What follows belongs to an exercise in optimizing a design on an open flow for small area and a short achievable clock period; a production flow would make more cautious choices.
At most, simulation tests tie the RTL to the original design; equivalence was not proved.
Power and IR drop assume default switching activity.

== JK ==
==> flow/design.v <==
`timescale 1ns / 1ps
module execute(
    input clk,
    input [1:0] ctlwb_in, ctlm_in,
    input [31:0] npc, rdata1, rdata2, s_extend,
    input [4:0] instr_2016, instr_1511,
    input [1:0] alu_op,
    input [5:0] funct,
    input alusrc, regdst,
    output reg [1:0] ctlwb_out, ctlm_out,
    output reg [31:0] adder_out, alu_result_out, rdata2_out,
    output reg [4:0] muxout_out
);
    wire rtype   = (alu_op == 2'b10);
    wire f_add   = rtype & (funct == 6'b100000);
    wire f_sub   = rtype & (funct == 6'b100010);
    wire op_and  = rtype & (funct == 6'b100100);
    wire op_or   = rtype & (funct == 6'b100101);
    wire op_slt  = rtype & (funct == 6'b101010);
    wire op_arith = (alu_op == 2'b00) | (alu_op == 2'b01) | f_add | f_sub;
    wire sub     = (alu_op == 2'b01) | f_sub | op_slt;
    wire [31:0] a = rdata1;
    wire [31:0] b = alusrc ? s_extend : rdata2;
    wire [31:0] bx = alusrc ? (s_extend ^ {32{sub}}) : (rdata2 ^ {32{sub}});
    wire [31:0] g0 = a & bx;
    wire [31:0] t0 = a | bx;
    wire [31:0] h  = t0 & ~g0;           
    reg  [31:0] g, t;
    integer i, j;
    always @(*) begin
        g = g0;
        t = t0;
        g[0] = g0[0] | (t0[0] & sub);
        for (i = 0; i < 5; i = i + 1)
            for (j = 0; j < 32; j = j + 1)
                if (j[i]) begin
                    g[j] = g[j] | (t[j] & g[((j >> i) << i) - 1]);
                    t[j] = t[j] & t[((j >> i) << i) - 1];
                end
    end
    wire [31:0] c = {g[30:0], sub};
    wire lt = ~g[31];
    wire [31:0] logic_r = ({32{op_and}} & (a & b)) | ({32{op_or}} & (a | b));
    wire [31:0] r0 = ({32{op_arith}} & h) | logic_r;
    wire [31:0] r1 = ({32{op_arith}} & ~h) | logic_r;
    wire [31:0] alu_result = ((c & r1) | (~c & r0)) | {31'b0, op_slt & lt};
    always @(posedge clk) begin
        ctlwb_out      <= ctlwb_in;
        ctlm_out       <= ctlm_in;
        adder_out      <= npc + s_extend;
        alu_result_out <= alu_result;
        rdata2_out     <= rdata2;
        muxout_out     <= regdst ? instr_1511 : instr_2016;
    end
endmodule
clock: 3.6 ns
lec_check: 0
cap_margin: 20
core_margin: 2
core_utilization: 40
gpl_timing_driven: 0
slew_margin: 20
standard.sh (not shown) runs the stock make flow with config.mk's settings and CLKGATE_MAP_FILE= SYNTH_SCRIPT=/design/flow/synth_recipe.tcl, a recipe that flattens the netlist after the stock synthesis.
==> flow/flow/run.sh <==
#!/bin/bash
# The standard layout (standard.sh) with: synthesis through flow/synth.tcl
# (ABC mapping script flow/abc.script, no full/half-adder cell extraction),
# and plain buf_1 cells as the port buffers.
set -euo pipefail
cd "$(dirname "$0")/.."
export MY_ABC_SCRIPT=$PWD/flow/abc.script
bash standard.sh SYNTH_SCRIPT=$PWD/flow/synth.tcl ADDER_MAP_FILE= BUFFER_PORTS_ARGS="-buffer_cell sky130_fd_sc_hd__buf_1"  finish > standard.log 2>&1
==> flow/flow/abc.script <==
strash
dch -f
map -D 1600
topo
buffer -c
upsize -c
dnsize -c
==> flow/flow/synth.tcl <==
# The standard synthesis (synth_recipe.tcl), with ABC's mapping script
# replaced by flow/abc.script (delay-driven mapping).
proc synth {args} { yosys synth -nofsm -noshare {*}$args }
proc abc {args} {
  set i [lsearch $args -script]
  if {$i >= 0} { lset args [expr {$i+1}] $::env(MY_ABC_SCRIPT) }
  yosys abc {*}$args
}
source $::env(SCRIPTS_DIR)/synth.tcl
# left out here: clear keep_hierarchy, flatten, clean up, hide names made inside functions, write 1_2_yosys.v
Relative to JK, the following input files were edited for MS:
# JK
export LEC_CHECK = 0
export CAP_MARGIN = 20
export CORE_MARGIN = 2
export CORE_UTILIZATION = 40
export GPL_TIMING_DRIVEN = 0
export SLEW_MARGIN = 20
create_clock -name core_clock -period 3.6 [get_ports {clk}]
# MS
export LEC_CHECK = 0
export CAP_MARGIN = 20
export CORE_MARGIN = 2
export CORE_UTILIZATION = 40
export GPL_TIMING_DRIVEN = 0
export SETUP_SLACK_MARGIN = 0.9
export SLEW_MARGIN = 20
create_clock -name core_clock -period 3.6 [get_ports {clk}]
Having completed the whole flow, MS delivered a layout that passed the timing, DRC and antenna checks.
Upper clock frequency limit grows by more than 10% when moving from JK to MS.
Relative to JK, the final cell area reported for MS is higher.
Between JK and MS, the cell count went up.
### MS -> AL
# MS
export LEC_CHECK = 0
export CAP_MARGIN = 20
export CORE_MARGIN = 2
export CORE_UTILIZATION = 40
export GPL_TIMING_DRIVEN = 0
export SETUP_SLACK_MARGIN = 0.9
export SLEW_MARGIN = 20
create_clock -name core_clock -period 3.6 [get_ports {clk}]
# AL
export LEC_CHECK = 0
export CAP_MARGIN = 20
export CORE_MARGIN = 2
export CORE_UTILIZATION = 40
export GPL_TIMING_DRIVEN = 0
export SETUP_SLACK_MARGIN = 1.2
export SLEW_MARGIN = 20
create_clock -name core_clock -period 3.6 [get_ports {clk}]
==> flow/flow/abc.script <==
strash
dch -f
map -D 1200
topo
buffer -c
upsize -c
dnsize -c
In AL, the minimum setup slack in the final design came out 330 ps above the value in MS.
Re post-route antenna net violation count: no difference whatsoever between MS and AL.
Looking at cell area reported after detailed placement, AL sits above MS.
On number of instances resized during post-cts repair, the higher figure sits with AL, not MS.
Comparing AL and MS, the lower area after synthesis was measured on MS.
AL vs MS — full die area rose about 12%.
Looking at via total after detailed routing, AL sits above MS.
No functional check of the RTL was part of any run of this note.


Starts from the design.v that is shown in full above.
export LEC_CHECK = 0
export CAP_MARGIN = 20
export CORE_MARGIN = 2
export CORE_UTILIZATION = 40
export GPL_TIMING_DRIVEN = 0
export SETUP_SLACK_MARGIN = 0.9
export SLEW_MARGIN = 20
export TNS_END_PERCENT = 0
create_clock -name core_clock -period 3.6 [get_ports {clk}]
==> flow/flow/abc.script <==
strash
dch -f
map -D 1600
topo
buffer -c
upsize -c
dnsize -c
Scripts as last shown in full above: flow/flow/run.sh, flow/flow/synth.tcl
Edit:
==> flow/flow/run.sh (replaced) <==
#!/bin/bash
set -euo pipefail
cd "$(dirname "$0")/.."
bash standard.sh BUFFER_PORTS_ARGS="-buffer_cell sky130_fd_sc_hd__buf_1" ADDER_MAP_FILE= finish > standard.log 2>&1
--- a/flow/config.mk
+++ b/flow/config.mk
@@ -10,5 +10,4 @@
 export CORE_UTILIZATION = 40
 export GPL_TIMING_DRIVEN = 0
-export SETUP_SLACK_MARGIN = 0.9
+export SETUP_SLACK_MARGIN = 1.2
 export SLEW_MARGIN = 20
-export TNS_END_PERCENT = 0
removed: flow/flow/abc.script
removed: flow/flow/synth.tcl
Effect: With this change the flow completed and failed the layout checks on negative setup slack; final cell count drops by about 15%; worst setup slack is worse by 0.85 ns; worst hold slack stays flat; total power climbs by about 10%; clock power is about the same; cell area climbs by 14%; routed wire length drops by about 3.6%; clock-buffer cell count climbs by 1.
No functional check of the RTL was part of any run of this note.


## harbor
execute, a different RTL version from the one above (not shown whole).
Size in the first run: roughly 110 flip-flops, roughly 260 I/O pins, roughly 6400 um^2 of cells after synthesis.
export LEC_CHECK = 0
export CAP_MARGIN = 20
export CORE_MARGIN = 2
export CORE_UTILIZATION = 40
export CTS_CLUSTER_DIAMETER = 200
export CTS_CLUSTER_SIZE = 50
export GPL_TIMING_DRIVEN = 0
export SETUP_SLACK_MARGIN = 1.2
export SLEW_MARGIN = 20
export TNS_END_PERCENT = 0
create_clock -name core_clock -period 3.6 [get_ports {clk}]
==> flow/flow/run.sh <==
#!/bin/bash
# The standard layout (standard.sh) with: synthesis through flow/synth.tcl
# (ABC mapping script flow/abc.script, no full/half-adder cell extraction),
# and plain buf_1 cells as the port buffers.
set -euo pipefail
cd "$(dirname "$0")/.."
export MY_ABC_SCRIPT=$PWD/flow/abc.script
bash standard.sh SYNTH_SCRIPT=$PWD/flow/synth.tcl ADDER_MAP_FILE= BUFFER_PORTS_ARGS="-buffer_cell sky130_fd_sc_hd__buf_1" MATCH_CELL_FOOTPRINT=0 finish > standard.log 2>&1
==> flow/flow/abc.script <==
strash
dch -f
map -D 1600
topo
buffer -c
upsize -c
dnsize -c
==> flow/flow/synth.tcl <==
# The standard synthesis (synth_recipe.tcl), with ABC's mapping script
# replaced by flow/abc.script (delay-driven mapping).
proc synth {args} { yosys synth -nofsm -noshare {*}$args }
proc abc {args} {
  set i [lsearch $args -script]
  if {$i >= 0} { lset args [expr {$i+1}] $::env(MY_ABC_SCRIPT) }
  yosys abc {*}$args
}
source $::env(SCRIPTS_DIR)/synth.tcl
# left out here: clear keep_hierarchy, flatten, clean up, hide names made inside functions, write 1_2_yosys.v
harbor reached the end of the flow, and the finished layout is clean on the timing, DRC and antenna checks.
Relative to harbor, the following input files were edited for yarrow:
# harbor
export LEC_CHECK = 0
export CAP_MARGIN = 20
export CORE_MARGIN = 2
export CORE_UTILIZATION = 40
export CTS_CLUSTER_DIAMETER = 200
export CTS_CLUSTER_SIZE = 50
export GPL_TIMING_DRIVEN = 0
export SETUP_SLACK_MARGIN = 1.2
export SLEW_MARGIN = 20
export TNS_END_PERCENT = 0
create_clock -name core_clock -period 3.6 [get_ports {clk}]
# yarrow
export LEC_CHECK = 0
export CAP_MARGIN = 20
export CORE_MARGIN = 2
export CORE_UTILIZATION = 40
export GPL_TIMING_DRIVEN = 0
export SETUP_SLACK_MARGIN = 1.2
export SLEW_MARGIN = 20
export TNS_END_PERCENT = 20
create_clock -name core_clock -period 3.6 [get_ports {clk}]
==> flow/flow/abc.script <==
strash
dch -f
map -D 1300
topo
buffer -c
upsize -c
dnsize -c
==> comparison <==
- Via density per instance grows by a few percent when moving from harbor to yarrow.
- Going from harbor to yarrow, switching power total grows by about 7%.
- Share of final layout cell area taken by clock buffers and inverters delta (yarrow -> harbor): insignificant


## v42
Starting RTL as in the previous note.
export LEC_CHECK = 0
export CAP_MARGIN = 20
export CORE_MARGIN = 2
export CORE_UTILIZATION = 40
export GPL_TIMING_DRIVEN = 0
export SETUP_SLACK_MARGIN = 0.9
export SLEW_MARGIN = 20
export TNS_END_PERCENT = 0
create_clock -name core_clock -period 3.6 [get_ports {clk}]
==> flow/flow/abc.script <==
strash
dch -f
map -D 1600
topo
buffer -c
upsize -c
dnsize -c
Scripts as last shown in full above: flow/flow/run.sh, flow/flow/synth.tcl
Edits applied to the flow inputs when going from v42 to v17:
Settings: CTS_CLUSTER_SIZE now 30, previously not set; SETUP_SLACK_MARGIN now 1.2, was 0.9; CTS_CLUSTER_DIAMETER now 100, previously not set.
==> comparison <==
Total power for v17: 0.000069 W down relative to v42
Per the comparison of v17 with v42, global-route wire length before repair rose by 1.2%; fraction of area in clock buffers and inverters barely changed; wire length dropped 1.5%.
#### Input delta (v12 over v17)
Settings: CTS_CLUSTER_SIZE: 30 -> unset; CTS_CLUSTER_DIAMETER: 100 -> unset.
==> flow/flow/abc.script <==
strash
dch -f
map -D 1300
topo
buffer -c
upsize -c
dnsize -c
==> notes.md <==
v12 vs v17 — fraction of met2 tracks used by global routing dropped 0.90 points.
Between v17 and v12, the number of buffers other than clock buffers in the final layout is lower for v17.
Diff v17 -> v12 | share of final-layout standard cells stronger than drive strength 1 | increase of 0.91 points
## Diff of input files: v58 against v12
Settings: setting CTS_BUF_LIST to sky130_fd_sc_hd__clkbuf_4 sky130_fd_sc_hd__clkbuf_8 for the first time.
--- a/flow/flow/run.sh
+++ b/flow/flow/run.sh
@@ -6,3 +6,3 @@
 cd "$(dirname "$0")/.."
 export MY_ABC_SCRIPT=$PWD/flow/abc.script
-bash standard.sh SYNTH_SCRIPT=$PWD/flow/synth.tcl ADDER_MAP_FILE= BUFFER_PORTS_ARGS="-buffer_cell sky130_fd_sc_hd__buf_1" MATCH_CELL_FOOTPRINT=0 finish > standard.log 2>&1
+bash standard.sh SYNTH_SCRIPT=$PWD/flow/synth.tcl ADDER_MAP_FILE= BUFFER_PORTS_ARGS="-buffer_cell sky130_fd_sc_hd__buf_1"  finish > standard.log 2>&1
==> flow/flow/abc.script <==
strash
dch -f
map -D 1600
topo
buffer -c
upsize -c
dnsize -c
### Flow results
v58 ends up with a clock group share of total power that is 5.3 points lower than in v12.
For the count of clock buffers in the final design, v58 came in 1 higher than v12 did.
Worst-margin pin slew (v58 over v12): decrease, 0.031 ns
Re shortest period the worst path allows: v58 is 0.092 ns up on v12.
Placed cell count went down by a little under 10% going from v12 to v58.
v12 → v58: post-layout utilization of the core picked up an extra 0.86 points; placed wire-length estimate lost about 11%; combined area of all synthesized cells lost about 5%; post-cts sizing count picked up an extra 45; routed wire length lost about 8%.
Compared with v12, v58 shows routed length on met3 that has gone down by a little under 10%.
Input changes introduced in v13 (baseline for comparison: v58):
Settings: clearing CTS_BUF_LIST, which used to be sky130_fd_sc_hd__clkbuf_4 sky130_fd_sc_hd__clkbuf_8.
--- a/flow/flow/run.sh
+++ b/flow/flow/run.sh
@@ -6,3 +6,3 @@
 cd "$(dirname "$0")/.."
 export MY_ABC_SCRIPT=$PWD/flow/abc.script
-bash standard.sh SYNTH_SCRIPT=$PWD/flow/synth.tcl ADDER_MAP_FILE= BUFFER_PORTS_ARGS="-buffer_cell sky130_fd_sc_hd__buf_1"  finish > standard.log 2>&1
+bash standard.sh SYNTH_SCRIPT=$PWD/flow/synth.tcl ADDER_MAP_FILE= BUFFER_PORTS_ARGS="-buffer_cell sky130_fd_sc_hd__buf_1" MATCH_CELL_FOOTPRINT=0 finish > standard.log 2>&1
==> flow/flow/abc.script <==
strash
&get -n
&st
&dch -f
&nf -p
&put
topo
buffer -c
upsize -c
dnsize -c
==> notes.md <==
- v13 closes out successfully: all stages finished, all timing, DRC and antenna checks passed.
- Compared with v58, v13 shows a higher sequential share of layout area.
- v13 gives less cell area after placement than v58 did.
- The detail-routed net length per standard cell number comes out lower for v58 vs v13.
- Net count of the finished layout of v13 falls short of that of v58 by more than 10%.
- Compared with v58, v13 shows a critical path data required time that is 0.02 ns lower.
- As far as final setup violation count goes, v58 and v13 are indistinguishable; the numbers are identical.
- Comparing v13 against v58, there is no change at all in final-report hold violation count.
- v13 vs v58, maximum clock rate went down by 16%.
- Between v13 and v58, critical path depth is lower for v13, v58 comes in above that.
- Of v13 and v58, the run reporting the higher setup slack was v58.

## what the ideal ports hide
The results above use ideal ports. As a check the final layouts listed here were re-extracted and re-timed, cells and wires unchanged.
Step 1 sets driving cells, clkbuf_16 on the clock port and buf_2 on the other inputs (assumed; they add their load-dependent delay and slew).
Step 2 times the ports against the registers' clock, not the clock port: input delays grow and output delays shrink by t, the midpoint of the rising clock arrivals with the driver on.
Slacks: ideal ports / drivers / drivers and shift; pairs: ideal ports / drivers.
| run | t, ns | setup slack, ns | hold WS [ns] | worst setup path after step 2 | latest minus earliest clock arrival (ns) |
|---|---|---|---|---|---|
| JK | 0.404 | 0.312 / 0.335 / -0.069 | 0.447 / 0.427 / 0.831 | input to register | 0.014 / 0.014 |
| MS | 0.401 | 0.712 / 0.704 / 0.303 | 0.447 / 0.431 / 0.831 | input to register | 0.009 / 0.009 |
| AL | 0.408 | 1.047 / 1.042 / 0.634 | 0.440 / 0.417 / 0.825 | input to register | 0.011 / 0.012 |
| the first run of note 2 | 0.401 | 0.698 / 0.719 / 0.318 | 0.449 / 0.428 / 0.829 | input to register | 0.008 / 0.008 |
| the second run of note 2 | 0.402 | -0.155 / -0.150 / -0.551 | 0.447 / 0.430 / 0.831 | input to register | 0.007 / 0.007 |
| harbor | 0.393 | 0.955 / 0.964 / 0.571 | 0.450 / 0.435 / 0.828 | input to register | 0.011 / 0.012 |
| yarrow | 0.402 | 1.072 / 1.070 / 0.668 | 0.435 / 0.415 / 0.817 | input to register | 0.015 / 0.015 |
| v42 | 0.388 | 0.992 / 0.991 / 0.603 | 0.449 / 0.433 / 0.821 | input to register | 0.012 / 0.012 |
| v17 | 0.393 | 0.955 / 0.964 / 0.571 | 0.450 / 0.435 / 0.828 | input to register | 0.011 / 0.012 |
| v12 | 0.404 | 1.067 / 1.080 / 0.675 | 0.446 / 0.426 / 0.830 | input to register | 0.018 / 0.019 |
| v58 | 0.426 | 0.976 / 0.975 / 0.549 | 0.413 / 0.400 / 0.826 | input to register | 0.017 / 0.017 |
| v13 | 0.401 | 0.490 / 0.496 / 0.095 | 0.448 / 0.428 / 0.829 | input to register | 0.008 / 0.008 |
With both steps, setup timing fails in JK, where it was met with ideal ports. The setup slack of v58, which loses most, moves by -0.001 ns with the drivers and by -0.427 ns with both steps.
